Background: an optimization exercise with open tools, aiming at small area, a short achievable clock period and few clock cycles per item. Do not read the settings as production practice. Where RTL was checked, it was by simulation tests only, not by an equivalence proof against the original.

T:
==> flow/design.v <==
module counter (
	input clk, rst,
	output reg [7:0] step
);
	always @(posedge clk) begin
		if (rst)
			step <= 8'b0000_0001;
		else
			step <= {step[6:0], step[7]};
	end
endmodule
module rotator
(
	input [16:0] x, y,
	input y_pos,	 
	input [15:0] angle,
	input neg_dir,
	input [7:0] step,
	output [16:0] xp, yp,
	output [15:0] angle_p,
	output y_is_zero
);
	wire signed [16:0] y_signed = y;
	reg [16:0] x_shifted, y_shifted;
	reg [15:0] t;
	wire y_neg = y[16];
	integer i;
	reg signed [16:0] y_sh;
	localparam [127:0] T = {16'h0051, 16'h00a3, 16'h0146, 16'h028b,
	                        16'h0511, 16'h09fb, 16'h12e4, 16'h2000};
	always @(*) begin
		x_shifted = 17'd0;
		y_shifted = 17'd0;
		t = 16'd0;
		for (i = 0; i < 8; i = i + 1) begin
			x_shifted = x_shifted | ((x >> i) & {17{step[i]}});
			y_sh = y_signed >>> i;
			y_shifted = y_shifted | (y_sh & {17{step[i]}});
			t = t | (T[16*i +: 16] & {16{step[i]}});
		end
	end
	adder #(17) add_x(x, y_shifted ^ {17{y_neg}}, y_neg, xp);
	adder #(17) add_y(y, x_shifted ^ {17{y_pos}}, y_pos, yp);
	wire sub = ~(y_pos ^ neg_dir);
	adder #(16) add_angle(angle, t ^ {16{sub}}, sub, angle_p);
	assign y_is_zero = ~|y;
endmodule
module adder #(parameter W = 17) (
	input [W-1:0] a, b,
	input cin,
	output [W-1:0] sum
);
	localparam N = W + 1;	 
	localparam L = (N <= 2) ? 1 : (N <= 4) ? 2 : (N <= 8) ? 3 : (N <= 16) ? 4 : (N <= 32) ? 5 : 6;
	wire [N-1:0] g [0:L];
	wire [N-1:0] p [0:L];
	assign g[0] = {a & b, cin};
	assign p[0] = {a ^ b, 1'b0};
	genvar l, i;
	generate for (l = 0; l < L; l = l + 1) begin : level
		for (i = 0; i < N; i = i + 1) begin : node
			if (((i >> l) & 1) == 1) begin : merge
				localparam J = ((i >> l) << l) - 1;
				if ((i >> l) == 1) begin : gray
					prefix_gray pc(g[l][i], p[l][i], g[l][J], g[l+1][i]);
					assign p[l+1][i] = 1'b0;
				end
				else begin : black
					prefix_black pc(g[l][i], p[l][i], g[l][J], p[l][J], g[l+1][i], p[l+1][i]);
				end
			end
			else begin : keep
				assign g[l+1][i] = g[l][i];
				assign p[l+1][i] = p[l][i];
			end
		end
	end endgenerate
	assign sum = p[0][N-1:1] ^ g[L][N-2:0];
endmodule
module prefix_black (
	input gh, ph, gl, pl,
	output g, p
);
	assign g = gh | (ph & gl);
	assign p = ph & pl;
endmodule
module prefix_gray (
	input gh, ph, gl,
	output g
);
	assign g = gh | (ph & gl);
endmodule
module cordic_mod(
	input clk, rst,
	input signed [15:0] inp_x, inp_y,
	output [15:0] arctan,
	output reg valid
);
	reg [16:0] x, y;
	reg y_pos;	 
	reg [15:0] angle;
	reg neg_dir;	 
	reg stop;	 
	wire is_x_negative = inp_x[15];
	wire is_y_negative = inp_y[15];
	wire is_x_zero = ~|inp_x;
	wire is_y_zero = ~|inp_y;
	wire [15:0] below_x, below_y;
	genvar b;
	generate for (b = 0; b < 16; b = b + 1) begin : abs_bits
		if (b == 0) begin : lsb
			assign below_x[b] = 1'b0;
			assign below_y[b] = 1'b0;
		end
		else begin : other
			assign below_x[b] = |inp_x[b-1:0];
			assign below_y[b] = |inp_y[b-1:0];
		end
	end endgenerate
	wire [16:0] abs_x = {1'b0, inp_x ^ (below_x & {16{is_x_negative}})};
	wire [16:0] abs_y = {1'b0, inp_y ^ (below_y & {16{is_y_negative}})};
	reg [15:0] start_angle;
	always @(*) begin
		if (is_x_zero)
			start_angle = {is_y_negative, {15{~is_y_negative}}};
		else if (is_y_zero)
			start_angle = 16'h0000;
		else case ({is_x_negative, is_y_negative})
			2'b00: start_angle = 16'h0000;
			2'b01: start_angle = 16'h0000;
			2'b10: start_angle = 16'h7fff;
			2'b11: start_angle = 16'h8001;
		endcase
	end
	wire [7:0] step;
	counter cntr(clk, rst, step);
	wire [16:0] xp, yp;
	wire [15:0] angle_p;
	wire y_is_zero;
	rotator rttr(x, y, y_pos, angle, neg_dir, step, xp, yp, angle_p, y_is_zero);
	wire step_en = ~valid & ~stop & ~y_is_zero;
	always @(posedge clk) begin
		if (rst) begin
			x <= abs_x;
			y <= abs_y;
			y_pos <= 1'b1;
			angle <= start_angle;
			neg_dir <= is_x_negative ^ is_y_negative;
			stop <= is_x_zero;
		end
		else begin
			x <= xp;
			y <= yp;
			y_pos <= ~yp[16];
			if (step_en)
				angle <= angle_p;
			stop <= stop | y_is_zero;
		end
	end
	always @(posedge clk) begin
		if (rst)
			valid <= 1'b0;
		else if (step[7])
			valid <= 1'b1;
	end
	assign arctan = angle;
endmodule
==> flow/config.mk <==
export PLATFORM = sky130hd
export DESIGN_NAME = cordic_mod
export DESIGN_NICKNAME = cordic_mod
export VERILOG_FILES = /design/flow/design.v
export SDC_FILE = /design/flow/constraint.sdc
export NUM_CORES = 4
export LEC_CHECK = 0
export CAP_MARGIN = 20
export CORE_MARGIN = 2
export CORE_UTILIZATION = 40
export CTS_BUF_LIST = sky130_fd_sc_hd__clkbuf_4 sky130_fd_sc_hd__clkbuf_8
export CTS_CLUSTER_DIAMETER = 100
export CTS_CLUSTER_SIZE = 32
export SETUP_SLACK_MARGIN = 5.0
export SLEW_MARGIN = 20
export SYNTH_HIERARCHICAL = 1
export SYNTH_MINIMUM_KEEP_SIZE = 0
==> flow/constraint.sdc <==
create_clock -name core_clock -period 8.0 [get_ports {clk}]
set_input_delay 1.6000 -clock core_clock [delete_from_list [all_inputs] [get_ports {clk}]]
set_output_delay 1.6000 -clock core_clock [all_outputs]
set_load 0.01 [all_outputs]
standard.sh (not shown) runs the stock make flow with config.mk's settings and CLKGATE_MAP_FILE= SYNTH_SCRIPT=/design/flow/synth_recipe.tcl, a recipe that flattens the netlist after the stock synthesis.
==> flow/flow/run.sh <==
#!/bin/bash
# The standard layout, except that the port buffers are the smallest buffer
# (buf_1) instead of the flow's default
# pick. Synthesis is the standard one, unchanged.
set -euo pipefail
bash standard.sh synth > synth.log 2>&1
bash standard.sh BUFFER_PORTS_ARGS="-buffer_cell sky130_fd_sc_hd__buf_1" finish > layout.log 2>&1
Testbench counts of T, summed over its fixed seeds: cycles 108,000, items 12,000.
## Diff of input files: P against T
-- flow/design.v --
<<< T, line 13
(
	input [16:0] x, y,
	input y_pos,	 
	input [15:0] angle,
	input neg_dir,
>>> P, line 13
(
	input [16:0] x, y,
	input [15:0] angle,
	input neg_dir,
<<< T, line 25
	reg [15:0] t;
	wire y_neg = y[16];
	integer i;
	reg signed [16:0] y_sh;
>>> P, line 24
	reg [15:0] t;
	wire y_neg = y[16];
	wire y_pos = ~y[16];
	integer i;
	reg signed [16:0] y_sh;
<<< T, line 42
	adder #(17) add_x(x, y_shifted ^ {17{y_neg}}, y_neg, xp);
	adder #(17) add_y(y, x_shifted ^ {17{y_pos}}, y_pos, yp);
	wire sub = ~(y_pos ^ neg_dir);
	adder #(16) add_angle(angle, t ^ {16{sub}}, sub, angle_p);
	assign y_is_zero = ~|y;
>>> P, line 42
	adder #(17) add_x(x, y_shifted ^ {17{y_neg}}, y_neg, xp);
	adder #(17) add_y(y, x_shifted ^ {17{y_pos}}, y_pos, yp);
	wire sub = y_neg ^ neg_dir;
	adder #(16) add_angle(angle, t ^ {16{sub}}, sub, angle_p);
	assign y_is_zero = ~|y;
<<< T, line 52
);
	localparam N = W + 1;	 
	localparam L = (N <= 2) ? 1 : (N <= 4) ? 2 : (N <= 8) ? 3 : (N <= 16) ? 4 : (N <= 32) ? 5 : 6;
	wire [N-1:0] g [0:L];
	wire [N-1:0] p [0:L];
>>> P, line 52
);
	localparam N = W + 1;	 
	localparam L = $clog2(N);
	wire [N-1:0] g [0:L];
	wire [N-1:0] p [0:L];
<<< T, line 98
);
	reg [16:0] x, y;
	reg y_pos;	 
	reg [15:0] angle;
	reg neg_dir;	 
>>> P, line 98
);
	reg [16:0] x, y;
	reg [15:0] angle;
	reg neg_dir;	 
<<< T, line 138
	wire [15:0] angle_p;
	wire y_is_zero;
	rotator rttr(x, y, y_pos, angle, neg_dir, step, xp, yp, angle_p, y_is_zero);
	wire step_en = ~valid & ~stop & ~y_is_zero;
	always @(posedge clk) begin
>>> P, line 137
	wire [15:0] angle_p;
	wire y_is_zero;
	rotator rttr(x, y, angle, neg_dir, step, xp, yp, angle_p, y_is_zero);
	wire step_en = ~valid & ~stop & ~y_is_zero;
	always @(posedge clk) begin
<<< T, line 144
			x <= abs_x;
			y <= abs_y;
			y_pos <= 1'b1;
			angle <= start_angle;
			neg_dir <= is_x_negative ^ is_y_negative;
>>> P, line 143
			x <= abs_x;
			y <= abs_y;
			angle <= start_angle;
			neg_dir <= is_x_negative ^ is_y_negative;
<<< T, line 152
			x <= xp;
			y <= yp;
			y_pos <= ~yp[16];
			if (step_en)
				angle <= angle_p;
>>> P, line 150
			x <= xp;
			y <= yp;
			if (step_en)
				angle <= angle_p;
[summary]
- Fraction of layout instances using a drive strength above 1 across T and P: no real change.
- The lower routed wire length came out of T.
- For the area share of buffers outside the clock network, P came in 0.67 points higher than T did.
- The post-cts hold buffer count was comparable across T and P.
- P — met1 track utilization from global routing 2.5 points higher, T as reference
- met2 layer wire length in the routed design ended up 4.7% higher on P than on T.
- Against T, number of nets in the final layout in P rose slightly.
- P vs T — synthesized netlist cell count rose about 0.4%.
- P vs T, post-layout utilization of the core went up by 0.99 points.
- There was hardly any difference in post-synthesis share of cell area spent on and, or, nand and nor gates between P and T.
- On sequential share of cell area: between T and P, it ends up higher for T.
No functional check of the RTL was part of P.

-- afterwards: timing with drivers on the ports --
In the flow no input, the clock included, has a driving cell. The finished layouts below were timed again as built, in two steps. Step 1 sets driving cells, clkbuf_16 on the clock port and buf_2 on the other inputs (assumed; they add their load-dependent delay and slew). Step 2 adds t to the input delays and takes it off the output delays; t is the mean of the earliest and latest rising clock arrival at the registers after step 1. Input paths then give back, and output paths get back, about the clock's delay inside the block. Slacks: ideal ports / drivers / drivers and shift; pairs: ideal ports / drivers.
run	t (ns)	setup slack, ns	hold WS [ns]	clock arrival spread, ns	worst register clock-pin slew, ns
T	0.407	5.000 / 5.017 / 4.610	0.521 / 0.521 / 0.521	0.018 / 0.018	0.08 / 0.08
P	0.407	4.967 / 4.966 / 4.559	0.530 / 0.530 / 0.530	0.019 / 0.018	0.09 / 0.09
After both steps setup and hold are still met in every run listed. For P, which loses most, drivers alone change the setup slack by -0.001 ns; drivers and shift together by -0.408 ns.
